This is an optimization exercise on Yosys and OpenROAD, whose aim is small area and few clock cycles, not a production implementation. Only simulation tests tie the RTL to the original design; equivalence was not proved.

Design huffman, start of the top module:
module huffman(
  input  logic       clk,
  input  logic       rst_n,
  input  logic       in_valid,
  input  logic [7:0] gray_data,
  output logic       CNT_valid,
  output logic [7:0] CNT1, CNT2, CNT3, CNT4, CNT5, CNT6,
  output logic       code_valid,
  output logic [7:0] HC1, HC2, HC3, HC4, HC5, HC6,
  output logic [7:0] M1, M2, M3, M4, M5, M6
);
Settings: LEC_CHECK=0, ABC_AREA=1, ABC_CLOCK_PERIOD_IN_PS=12000, CAP_MARGIN=20, CORE_MARGIN=2, CORE_UTILIZATION=50, GPL_TIMING_DRIVEN=0, SLEW_MARGIN=20; clock period 12.0 ns.
standard.sh (not shown) runs the stock make flow with config.mk's settings and CLKGATE_MAP_FILE= SYNTH_SCRIPT=/design/flow/synth_recipe.tcl, a recipe that flattens the netlist after the stock synthesis.
==> flow/flow/run.sh <==
#!/bin/bash
# Own layout flow: the standard synthesis, then its combinational logic
# re-mapped for area (every flip-flop kept as the standard synthesis made
# it, same instance name and cell), then the standard layout steps with
# small port buffers, one tie cell for the constant outputs and a clock
# tree of small buffers without dummy loads. Each tool's output goes to a log file here.
set -euo pipefail
here=$(pwd)
res=$here/orfs/results/$FLOW_PLATFORM/huffman/base
lib=$FLOW_HOME/platforms/$FLOW_PLATFORM/lib/sky130_fd_sc_hd__tt_025C_1v80.lib
yosys_bin=${YOSYS_EXE:-$FLOW_HOME/../tools/install/yosys/bin/yosys}

# 1. standard synthesis, netlist only
bash standard.sh "$res/1_2_yosys.v" > "$here/flow_synth.log" 2>&1
cp "$res/1_2_yosys.v" "$here/standard_synth.v"

# 2. re-map the combinational logic for area
grep -o 'cell *( *"\?sky130_fd_sc_hd__[a-z0-9_]*' "$lib" | sed 's/.*(\s*"\?//' \
  | grep -E "__(df|edf|sdf|sedf|dl|conb|lpflow|probe)" | tr '\n' ' ' > "$here/keep_cells.txt"
REOPT_LIB=$lib REOPT_KEEP=$here/keep_cells.txt REOPT_IN=$here/standard_synth.v \
  REOPT_OUT=$here/reopt.v REOPT_SCRIPT=$here/flow/area.abc \
  "$yosys_bin" -c "$here/flow/reopt.tcl" > "$here/flow_reopt.log" 2>&1
cp "$here/reopt.v" "$res/1_2_yosys.v"
rm -f "$res/1_synth.odb" "$res/1_synth.sdc"

# 3. the standard layout from there, ports buffered with the smallest buffer
cts="-sink_clustering_enable -repair_clock_nets -dont_use_dummy_load"
cts="$cts -buf_list sky130_fd_sc_hd__clkbuf_8 -root_buf sky130_fd_sc_hd__clkbuf_8"
cts="$cts -sink_clustering_size 60 -sink_clustering_max_diameter 200"
bash standard.sh "BUFFER_PORTS_ARGS=-buffer_cell sky130_fd_sc_hd__buf_1" \
  SKIP_REPAIR_TIE_FANOUT=1 "CTS_ARGS=$cts" finish \
  > "$here/flow_layout.log" 2>&1
Other scripts of this flow, unchanged in this note and not shown: flow/flow/area.abc, flow/flow/reopt.tcl
Testbench counts at the start, summed over its fixed seeds: cycles 20,344.
Rerun with:
--- a/flow/flow/run.sh
+++ b/flow/flow/run.sh
@@ -28,2 +28,2 @@
-cts="$cts -buf_list sky130_fd_sc_hd__clkbuf_8 -root_buf sky130_fd_sc_hd__clkbuf_8"
-cts="$cts -sink_clustering_size 60 -sink_clustering_max_diameter 200"
+cts="$cts -buf_list \"sky130_fd_sc_hd__clkbuf_4 sky130_fd_sc_hd__clkbuf_8\" -root_buf sky130_fd_sc_hd__clkbuf_8"
+cts="$cts -sink_clustering_size 30 -sink_clustering_max_diameter 100"
- CAP_MARGIN: 20 -> 0
- SLEW_MARGIN: 20 -> 0
This time the run failed in 4_1_cts on STA-0564.
Synthesized area does not change.
Synthesized cell count does not change.

========
## run F
Another version of the RTL of huffman (not shown whole).
For scale: ~970 cells after synthesis, roughly 160 I/O pins, roughly 6600 um2 of cells after synthesis.
// huffman
module huffman(
  input  logic       clk,
  input  logic       rst_n,
  input  logic       in_valid,
  input  logic [7:0] gray_data,
  output logic       CNT_valid,
  output logic [7:0] CNT1, CNT2, CNT3, CNT4, CNT5, CNT6,
  output logic       code_valid,
  output logic [7:0] HC1, HC2, HC3, HC4, HC5, HC6,
  output logic [7:0] M1, M2, M3, M4, M5, M6
);
Settings: LEC_CHECK=0, ABC_AREA=1, ABC_CLOCK_PERIOD_IN_PS=12000, CAP_MARGIN=20, CORE_MARGIN=2, CORE_UTILIZATION=50, GPL_TIMING_DRIVEN=0, SLEW_MARGIN=20; clock period 12.0 ns.
==> flow/flow/run.sh <==
#!/bin/bash
# Own layout flow: the standard synthesis, then its combinational logic
# re-mapped for area (every flip-flop kept as the standard synthesis made
# it, same instance name and cell), then the standard layout steps with
# small port buffers, one tie cell for the constant outputs and a clock
# tree of small buffers without dummy loads. Each tool's output goes to a log file here.
set -euo pipefail
here=$(pwd)
res=$here/orfs/results/$FLOW_PLATFORM/huffman/base
lib=$FLOW_HOME/platforms/$FLOW_PLATFORM/lib/sky130_fd_sc_hd__tt_025C_1v80.lib
yosys_bin=${YOSYS_EXE:-$FLOW_HOME/../tools/install/yosys/bin/yosys}

# 1. standard synthesis, netlist only
bash standard.sh "$res/1_2_yosys.v" > "$here/flow_synth.log" 2>&1
cp "$res/1_2_yosys.v" "$here/standard_synth.v"

# 2. re-map the combinational logic for area
grep -o 'cell *( *"\?sky130_fd_sc_hd__[a-z0-9_]*' "$lib" | sed 's/.*(\s*"\?//' \
  | grep -E "__(df|edf|sdf|sedf|dl|conb|lpflow|probe)" | tr '\n' ' ' > "$here/keep_cells.txt"
REOPT_LIB=$lib REOPT_KEEP=$here/keep_cells.txt REOPT_IN=$here/standard_synth.v \
  REOPT_OUT=$here/reopt.v REOPT_SCRIPT=$here/flow/area.abc \
  "$yosys_bin" -c "$here/flow/reopt.tcl" > "$here/flow_reopt.log" 2>&1
cp "$here/reopt.v" "$res/1_2_yosys.v"
rm -f "$res/1_synth.odb" "$res/1_synth.sdc"

# 3. the standard layout from there, ports buffered with the smallest buffer
cts="-sink_clustering_enable -repair_clock_nets -dont_use_dummy_load"
cts="$cts -buf_list sky130_fd_sc_hd__clkbuf_8 -root_buf sky130_fd_sc_hd__clkbuf_8"
cts="$cts -sink_clustering_size 30 -sink_clustering_max_diameter 100"
bash standard.sh "BUFFER_PORTS_ARGS=-buffer_cell sky130_fd_sc_hd__buf_1" \
  SKIP_REPAIR_TIE_FANOUT=1 "CTS_ARGS=$cts" finish \
  > "$here/flow_layout.log" 2>&1
Other scripts of this flow, unchanged in this note and not shown: flow/flow/area.abc, flow/flow/reopt.tcl
Testbench counts of run F, summed over its fixed seeds: cycles 20,344.
Inputs modified between run F and run E:
# run F
export LEC_CHECK = 0
export ABC_AREA = 1
export ABC_CLOCK_PERIOD_IN_PS = 12000
export CAP_MARGIN = 20
export CORE_MARGIN = 2
export CORE_UTILIZATION = 50
export GPL_TIMING_DRIVEN = 0
export SLEW_MARGIN = 20
create_clock -name core_clock -period 12.0 [get_ports {clk}]
# run E
export LEC_CHECK = 0
export ABC_AREA = 1
export ABC_CLOCK_PERIOD_IN_PS = 12000
export CAP_MARGIN = 20
export CORE_MARGIN = 2
export CORE_UTILIZATION = 50
export CTS_BUF_LIST = sky130_fd_sc_hd__clkbuf_8
export CTS_CLUSTER_DIAMETER = 100
export CTS_CLUSTER_SIZE = 40
export SLEW_MARGIN = 20
create_clock -name core_clock -period 12.0 [get_ports {clk}]
--- a/flow/flow/run.sh
+++ b/flow/flow/run.sh
@@ -5,2 +5 @@
-# small port buffers, one tie cell for the constant outputs and a clock
-# tree of small buffers without dummy loads. Each tool's output goes to a log file here.
+# small port buffers. Each tool's output goes to a log file here.
@@ -27,5 +26 @@
-cts="-sink_clustering_enable -repair_clock_nets -dont_use_dummy_load"
-cts="$cts -buf_list sky130_fd_sc_hd__clkbuf_8 -root_buf sky130_fd_sc_hd__clkbuf_8"
-cts="$cts -sink_clustering_size 30 -sink_clustering_max_diameter 100"
-bash standard.sh "BUFFER_PORTS_ARGS=-buffer_cell sky130_fd_sc_hd__buf_1" \
-  SKIP_REPAIR_TIE_FANOUT=1 "CTS_ARGS=$cts" finish \
+bash standard.sh "BUFFER_PORTS_ARGS=-buffer_cell sky130_fd_sc_hd__buf_1" SKIP_REPAIR_TIE_FANOUT=1 finish \
Findings:
- Changes observed in run E relative to run F: via count of the first global-routing pass was more or less identical, final cell count went up.
- Sort run E and run F by cell area after placement, descending, and run E comes first.
- Looking at total length of routed met2 wires across run E and run F, the one that comes out lower is run F.
- Delta (run E minus run F): worst slack at placement shows an increase of 0.92 ns, global-route wire length before repair shows no meaningful change, cell area shows an increase of 110 um2, fmax shows an increase of about 9%.
- The synthesis-to-layout area growth in run E sits 1.6 points above the value recorded for run F.

========
The RTL this note starts from:
==> flow/design.v <==
module huffman(
  input  logic       clk,
  input  logic       rst_n,
  input  logic       in_valid,
  input  logic [7:0] gray_data,
  output logic       CNT_valid,
  output logic [7:0] CNT1, CNT2, CNT3, CNT4, CNT5, CNT6,
  output logic       code_valid,
  output logic [7:0] HC1, HC2, HC3, HC4, HC5, HC6,
  output logic [7:0] M1, M2, M3, M4, M5, M6
);
  localparam logic [2:0] IDLE = 3'd0, COUNT = 3'd1, MG2 = 3'd2, MG3 = 3'd3,
                         MG4 = 3'd4, MG5 = 3'd5;
  logic [2:0] st;
  logic [6:0] ncnt [6];    
  logic [6:0] cnt [6];
  always_comb for (int x = 0; x < 6; x++) cnt[x] = ~ncnt[x];
  logic [5:0] z;           
  assign z[5] = 1'b0;      
  logic       rel [6][6];  
  logic [2:0] par [6];
  always_comb for (int x = 0; x < 6; x++) par[x] = cnt[x][2:0];
  logic [4:0] nval [6];   
  logic [4:0] val [6];
  always_comb for (int x = 0; x < 6; x++) val[x] = ~nval[x];
  logic merge1, merging, late, clr;
  assign merge1  = (st == COUNT) & ~in_valid;
  assign merging = merge1 | (st >= MG2);
  assign late    = (st >= MG3);
  assign clr     = (st == IDLE) & ~in_valid;
  logic [5:0] pix;
  always_comb begin
    pix[5] = in_valid &  gray_data[2] &  gray_data[1];
    pix[4] = in_valid &  gray_data[2] & ~gray_data[1] &  gray_data[0];
    pix[3] = in_valid &  gray_data[2] & ~gray_data[1] & ~gray_data[0];
    pix[2] = in_valid & ~gray_data[2] &  gray_data[1] &  gray_data[0];
    pix[1] = in_valid & ~gray_data[2] &  gray_data[1] & ~gray_data[0];
    pix[0] = in_valid & ~gray_data[2] & ~gray_data[1] &  gray_data[0];
  end
  logic [5:0] a, b, sa, sb, r, d, gt;
  always_comb begin
    for (int x = 0; x < 6; x++) begin
      a[x] = 1'b1;
      b[x] = 1'b1;
      for (int y = 0; y < 6; y++)
        if (y < x) a[x] = a[x] & rel[y][x];
        else if (y > x) a[x] = a[x] & ~rel[x][y];
    end
    for (int x = 0; x < 6; x++) begin
      b[x] = ~a[x];
      for (int y = 0; y < 6; y++)
        if (y < x) b[x] = b[x] & (rel[y][x] | a[y]);
        else if (y > x) b[x] = b[x] & (~rel[x][y] | a[y]);
    end
    sa = merging ? a : pix;
    sb = merging ? b : 6'b0;
    for (int x = 0; x < 6; x++) begin
      r[x] = sa[x] | sb[x];
      for (int y = 0; y < x; y++) r[x] = r[x] & ~(sa[y] | sb[y]);
    end
    d = (sa | sb) & ~r;
    for (int j = 0; j < 6; j++) begin
      gt[j] = 1'b0;
      for (int x = j + 1; x < 6; x++) gt[j] = gt[j] | r[x];
    end
  end
  logic [6:0] ca, cb, sum;
  always_comb begin
    ca = '0;
    cb = '0;
    for (int x = 0; x < 6; x++) begin
      ca = ca | (cnt[x] & {7{sa[x]}});
      cb = cb | (cnt[x] & {7{sb[x]}});
    end
    sum = ca + cb + {6'b0, in_valid};
  end
  logic [5:0] xb;
  always_comb begin
    for (int j = 0; j < 6; j++) begin
      logic t;
      t = merging & ~(late & z[j]) | gt[j];
      for (int k = 0; k < 7; k++)
        t = (~sum[k] & cnt[j][k]) | (~sum[k] & t) | (cnt[j][k] & t);
      xb[j] = t;
    end
  end
  logic [5:0] dead, ina, inb;
  logic [2:0] ridx;
  always_comb begin
    for (int x = 0; x < 6; x++) dead[x] = &cnt[x][6:4];
    ina[0] = a[0];
    inb[0] = b[0];
    for (int s = 1; s < 6; s++) begin
      logic pa, pb;
      pa = ina[0];
      pb = inb[0];
      for (int q = 1; q < s; q++)
        if (par[s] == 3'(q)) begin
          pa = ina[q];
          pb = inb[q];
        end
      ina[s] = dead[s] ? pa : a[s];
      inb[s] = dead[s] ? pb : b[s];
    end
    ridx = 3'd0;
    for (int x = 0; x < 6; x++) if (r[x]) ridx = ridx | 3'(x);
  end
  logic [4:0] above [6];
  logic [4:0] vnext [6];
  always_comb begin
    for (int s = 0; s < 6; s++) begin
      above[s][4] = 1'b0;
      for (int j = 3; j >= 0; j--) above[s][j] = above[s][j + 1] | val[s][j + 1];
      for (int j = 0; j < 5; j++)
        vnext[s][j] = above[s][j] ? val[s][j] :
                      val[s][j]   ? ~inb[s] :
                      (j > 0) & (ina[s] | inb[s]) & val[s][(j > 0) ? j - 1 : 0];
    end
  end
  always_ff @(posedge clk) begin
    for (int x = 0; x < 6; x++) begin
      if (r[x] | clr) ncnt[x] <= ~sum;
      else if (d[x]) ncnt[x] <= ~{4'b1110, ridx};
    end
    for (int x = 0; x < 5; x++) begin
      if (clr) z[x] <= 1'b0;
      else if (r[x] & late) z[x] <= 1'b1;
    end
    for (int i = 0; i < 6; i++)
      for (int j = i + 1; j < 6; j++) begin
        if (clr) rel[i][j] <= 1'b1;
        else if (d[j]) rel[i][j] <= 1'b0;
        else if (d[i]) rel[i][j] <= 1'b1;
        else if (r[i]) rel[i][j] <= ~xb[j];
        else if (r[j]) rel[i][j] <= xb[i];
      end
    for (int s = 0; s < 6; s++) begin
      if (!merging) nval[s] <= ~5'b00001;
      else if (ina[s] | inb[s]) nval[s] <= ~vnext[s];
    end
  end
  always_ff @(posedge clk or negedge rst_n) begin
    if (!rst_n) st <= IDLE;
    else begin
      case (st)
        IDLE:    st <= in_valid ? COUNT : IDLE;
        COUNT:   st <= in_valid ? COUNT : MG2;
        MG2:     st <= MG3;
        MG3:     st <= MG4;
        MG4:     st <= MG5;
        default: st <= IDLE;
      endcase
    end
  end
  logic last;
  assign last = (st == MG5);
  logic [4:0] hc [6];
  logic [4:0] mk [6];
  always_comb begin
    for (int s = 0; s < 6; s++) begin
      hc[s] = {5{last}} & val[s] & (above[s] | {5{ina[s]}});
      mk[s] = {{4{last}} & (above[s][4:1] | val[s][4:1]), last};
    end
  end
  assign CNT_valid  = merge1;
  assign code_valid = last;
  assign CNT1 = {1'b0, cnt[0] & {7{merge1}}};
  assign CNT2 = {1'b0, cnt[1] & {7{merge1}}};
  assign CNT3 = {1'b0, cnt[2] & {7{merge1}}};
  assign CNT4 = {1'b0, cnt[3] & {7{merge1}}};
  assign CNT5 = {1'b0, cnt[4] & {7{merge1}}};
  assign CNT6 = {1'b0, cnt[5] & {7{merge1}}};
  assign HC1 = {3'b0, hc[0]};
  assign HC2 = {3'b0, hc[1]};
  assign HC3 = {3'b0, hc[2]};
  assign HC4 = {3'b0, hc[3]};
  assign HC5 = {3'b0, hc[4]};
  assign HC6 = {3'b0, hc[5]};
  assign M1 = {3'b0, mk[0]};
  assign M2 = {3'b0, mk[1]};
  assign M3 = {3'b0, mk[2]};
  assign M4 = {3'b0, mk[3]};
  assign M5 = {3'b0, mk[4]};
  assign M6 = {3'b0, mk[5]};
endmodule
clock: 12.0 ns
lec_check: 0
abc_area: 1
abc_clock_period_in_ps: 12000
cap_margin: 0
core_margin: 2
core_utilization: 50
gpl_timing_driven: 0
slew_margin: 0
==> flow/flow/run.sh <==
#!/bin/bash
# Own layout flow: the standard synthesis, then its combinational logic
# re-mapped for area (every flip-flop kept as the standard synthesis made
# it, same instance name and cell), then the standard layout steps with
# small port buffers, one tie cell for the constant outputs and a clock
# tree of small buffers without dummy loads. Each tool's output goes to a log file here.
set -euo pipefail
here=$(pwd)
res=$here/orfs/results/$FLOW_PLATFORM/huffman/base
lib=$FLOW_HOME/platforms/$FLOW_PLATFORM/lib/sky130_fd_sc_hd__tt_025C_1v80.lib
yosys_bin=${YOSYS_EXE:-$FLOW_HOME/../tools/install/yosys/bin/yosys}

# 1. standard synthesis, netlist only
bash standard.sh "$res/1_2_yosys.v" > "$here/flow_synth.log" 2>&1
cp "$res/1_2_yosys.v" "$here/standard_synth.v"

# 2. re-map the combinational logic for area
grep -o 'cell *( *"\?sky130_fd_sc_hd__[a-z0-9_]*' "$lib" | sed 's/.*(\s*"\?//' \
  | grep -E "__(df|edf|sdf|sedf|dl|conb|lpflow|probe)" | tr '\n' ' ' > "$here/keep_cells.txt"
# several ABC scripts; keep the smallest netlist
best=""; best_area=""
n=0
while IFS= read -r script; do
  [[ -z "$script" ]] && continue
  n=$((n + 1))
  echo "$script" > "$here/reopt_$n.abc"
  if REOPT_LIB=$lib REOPT_KEEP=$here/keep_cells.txt REOPT_IN=$here/standard_synth.v \
      REOPT_OUT=$here/reopt_$n.v REOPT_SCRIPT=$here/reopt_$n.abc \
      "$yosys_bin" -c "$here/flow/reopt.tcl" > "$here/flow_reopt_$n.log" 2>&1; then
    area=$(grep "Chip area" "$here/flow_reopt_$n.log" | tail -1 | awk '{print $NF}')
    if [[ -n "$area" ]] && { [[ -z "$best_area" ]] || awk -v a="$area" -v b="$best_area" 'BEGIN{exit !(a < b)}'; }; then
      best=$n; best_area=$area
    fi
  fi
done < "$here/flow/scripts.abc"
echo "best: script $best, area $best_area" > "$here/flow_reopt_choice.log"
cp "$here/reopt_$best.v" "$here/reopt.v"
cp "$here/reopt.v" "$res/1_2_yosys.v"
rm -f "$res/1_synth.odb" "$res/1_synth.sdc"

# 3. the standard layout from there, ports buffered with the smallest buffer
cts="-sink_clustering_enable -repair_clock_nets -dont_use_dummy_load"
cts="$cts -buf_list sky130_fd_sc_hd__clkbuf_4 -root_buf sky130_fd_sc_hd__clkbuf_8"
cts="$cts -sink_clustering_size 30 -sink_clustering_max_diameter 100"
bash standard.sh "BUFFER_PORTS_ARGS=-buffer_cell sky130_fd_sc_hd__buf_1" \
  SKIP_REPAIR_TIE_FANOUT=1 "CTS_ARGS=$cts" finish \
  > "$here/flow_layout.log" 2>&1
Other scripts of this flow, unchanged in this note and not shown: flow/flow/reopt.tcl, flow/flow/scripts.abc
The first run finished clean.
Testbench counts at the start, summed over its fixed seeds: cycles 20,344.
==> next run, changes <==
--- a/flow/flow/run.sh
+++ b/flow/flow/run.sh
@@ -41,5 +41,5 @@
 # 3. the standard layout from there, ports buffered with the smallest buffer
 cts="-sink_clustering_enable -repair_clock_nets -dont_use_dummy_load"
-cts="$cts -buf_list sky130_fd_sc_hd__clkbuf_4 -root_buf sky130_fd_sc_hd__clkbuf_8"
+cts="$cts -buf_list sky130_fd_sc_hd__clkbuf_16 -root_buf sky130_fd_sc_hd__clkbuf_16"
 cts="$cts -sink_clustering_size 30 -sink_clustering_max_diameter 100"
 bash standard.sh "BUFFER_PORTS_ARGS=-buffer_cell sky130_fd_sc_hd__buf_1" \
Via count is about the same.
Sequential cell count does not change.
Design area grows by 1.5%.
Routed wire length grows by 0.48%.
Synthesized cell count is unchanged.
Global-route usage grows by 0.20 points.
Worst hold slack loses 0.0059 ns.
Utilization grows by 0.85 points.
Fmax shrinks by 0.66%.
First-iteration DRC count shrinks by 2.6%.
==> next run, changes <==
--- a/flow/flow/run.sh
+++ b/flow/flow/run.sh
@@ -4,5 +4,7 @@
 # it, same instance name and cell), then the standard layout steps with
 # small port buffers, one tie cell for the constant outputs and a clock
-# tree of small buffers without dummy loads. Each tool's output goes to a log file here.
+# tree of small buffers without dummy loads. Each tool's output goes to a
+# log file here. Step 2 tries several ABC scripts (flow/scripts.abc) and
+# keeps the smallest netlist.
 set -euo pipefail
 here=$(pwd)
@@ -41,5 +43,5 @@
 # 3. the standard layout from there, ports buffered with the smallest buffer
 cts="-sink_clustering_enable -repair_clock_nets -dont_use_dummy_load"
-cts="$cts -buf_list sky130_fd_sc_hd__clkbuf_16 -root_buf sky130_fd_sc_hd__clkbuf_16"
+cts="$cts -buf_list sky130_fd_sc_hd__clkbuf_4 -root_buf sky130_fd_sc_hd__clkbuf_8"
 cts="$cts -sink_clustering_size 30 -sink_clustering_max_diameter 100"
 bash standard.sh "BUFFER_PORTS_ARGS=-buffer_cell sky130_fd_sc_hd__buf_1" \
Sequential cell count stays the same.
Setup slack gains 0.063 ns.
Cell count is unchanged.

==> static timing again, ports no longer ideal <==
No port has a modelled driver above. Below, the same layouts with a new extraction and two added sets of constraints.
Step 1 (the two cells are an assumption about what drives the block):
set clk [get_ports {clk}]
set_driving_cell -lib_cell sky130_fd_sc_hd__clkbuf_16 $clk
set_driving_cell -lib_cell sky130_fd_sc_hd__buf_2 [delete_from_list [all_inputs] $clk]
Step 2, shift: input delay + t, output delay - t, t = (earliest + latest rising clock arrival at the registers) / 2. This alone moves slack from input paths to output paths.
a / b / c = ideal / step 1 / step 2; a / b = the first two.
| run | t, ns | setup slack, ns | clock arrival spread, ns | worst slew at a driven data input, ns |
|---|---|---|---|---|
| the first run of note 1 | 0.414 | 3.232 / 3.244 / 2.830 | 0.017 / 0.017 | 0.03 |
| run F | 0.409 | 2.776 / 2.789 / 2.380 | 0.025 / 0.025 | 0.03 |
| run E | 0.408 | 3.534 / 3.546 / 3.137 | 0.023 / 0.023 | 0.03 |
| the first run of note 3 | 0.413 | 2.520 / 2.529 / 2.116 | 0.020 / 0.020 | 0.03 |
| the second run of note 3 | 0.388 | 2.458 / 2.470 / 2.083 | 0.015 / 0.015 | 0.03 |
| the third run of note 3 | 0.413 | 2.520 / 2.529 / 2.116 | 0.020 / 0.020 | 0.03 |
After both steps every run listed still meets setup and hold.
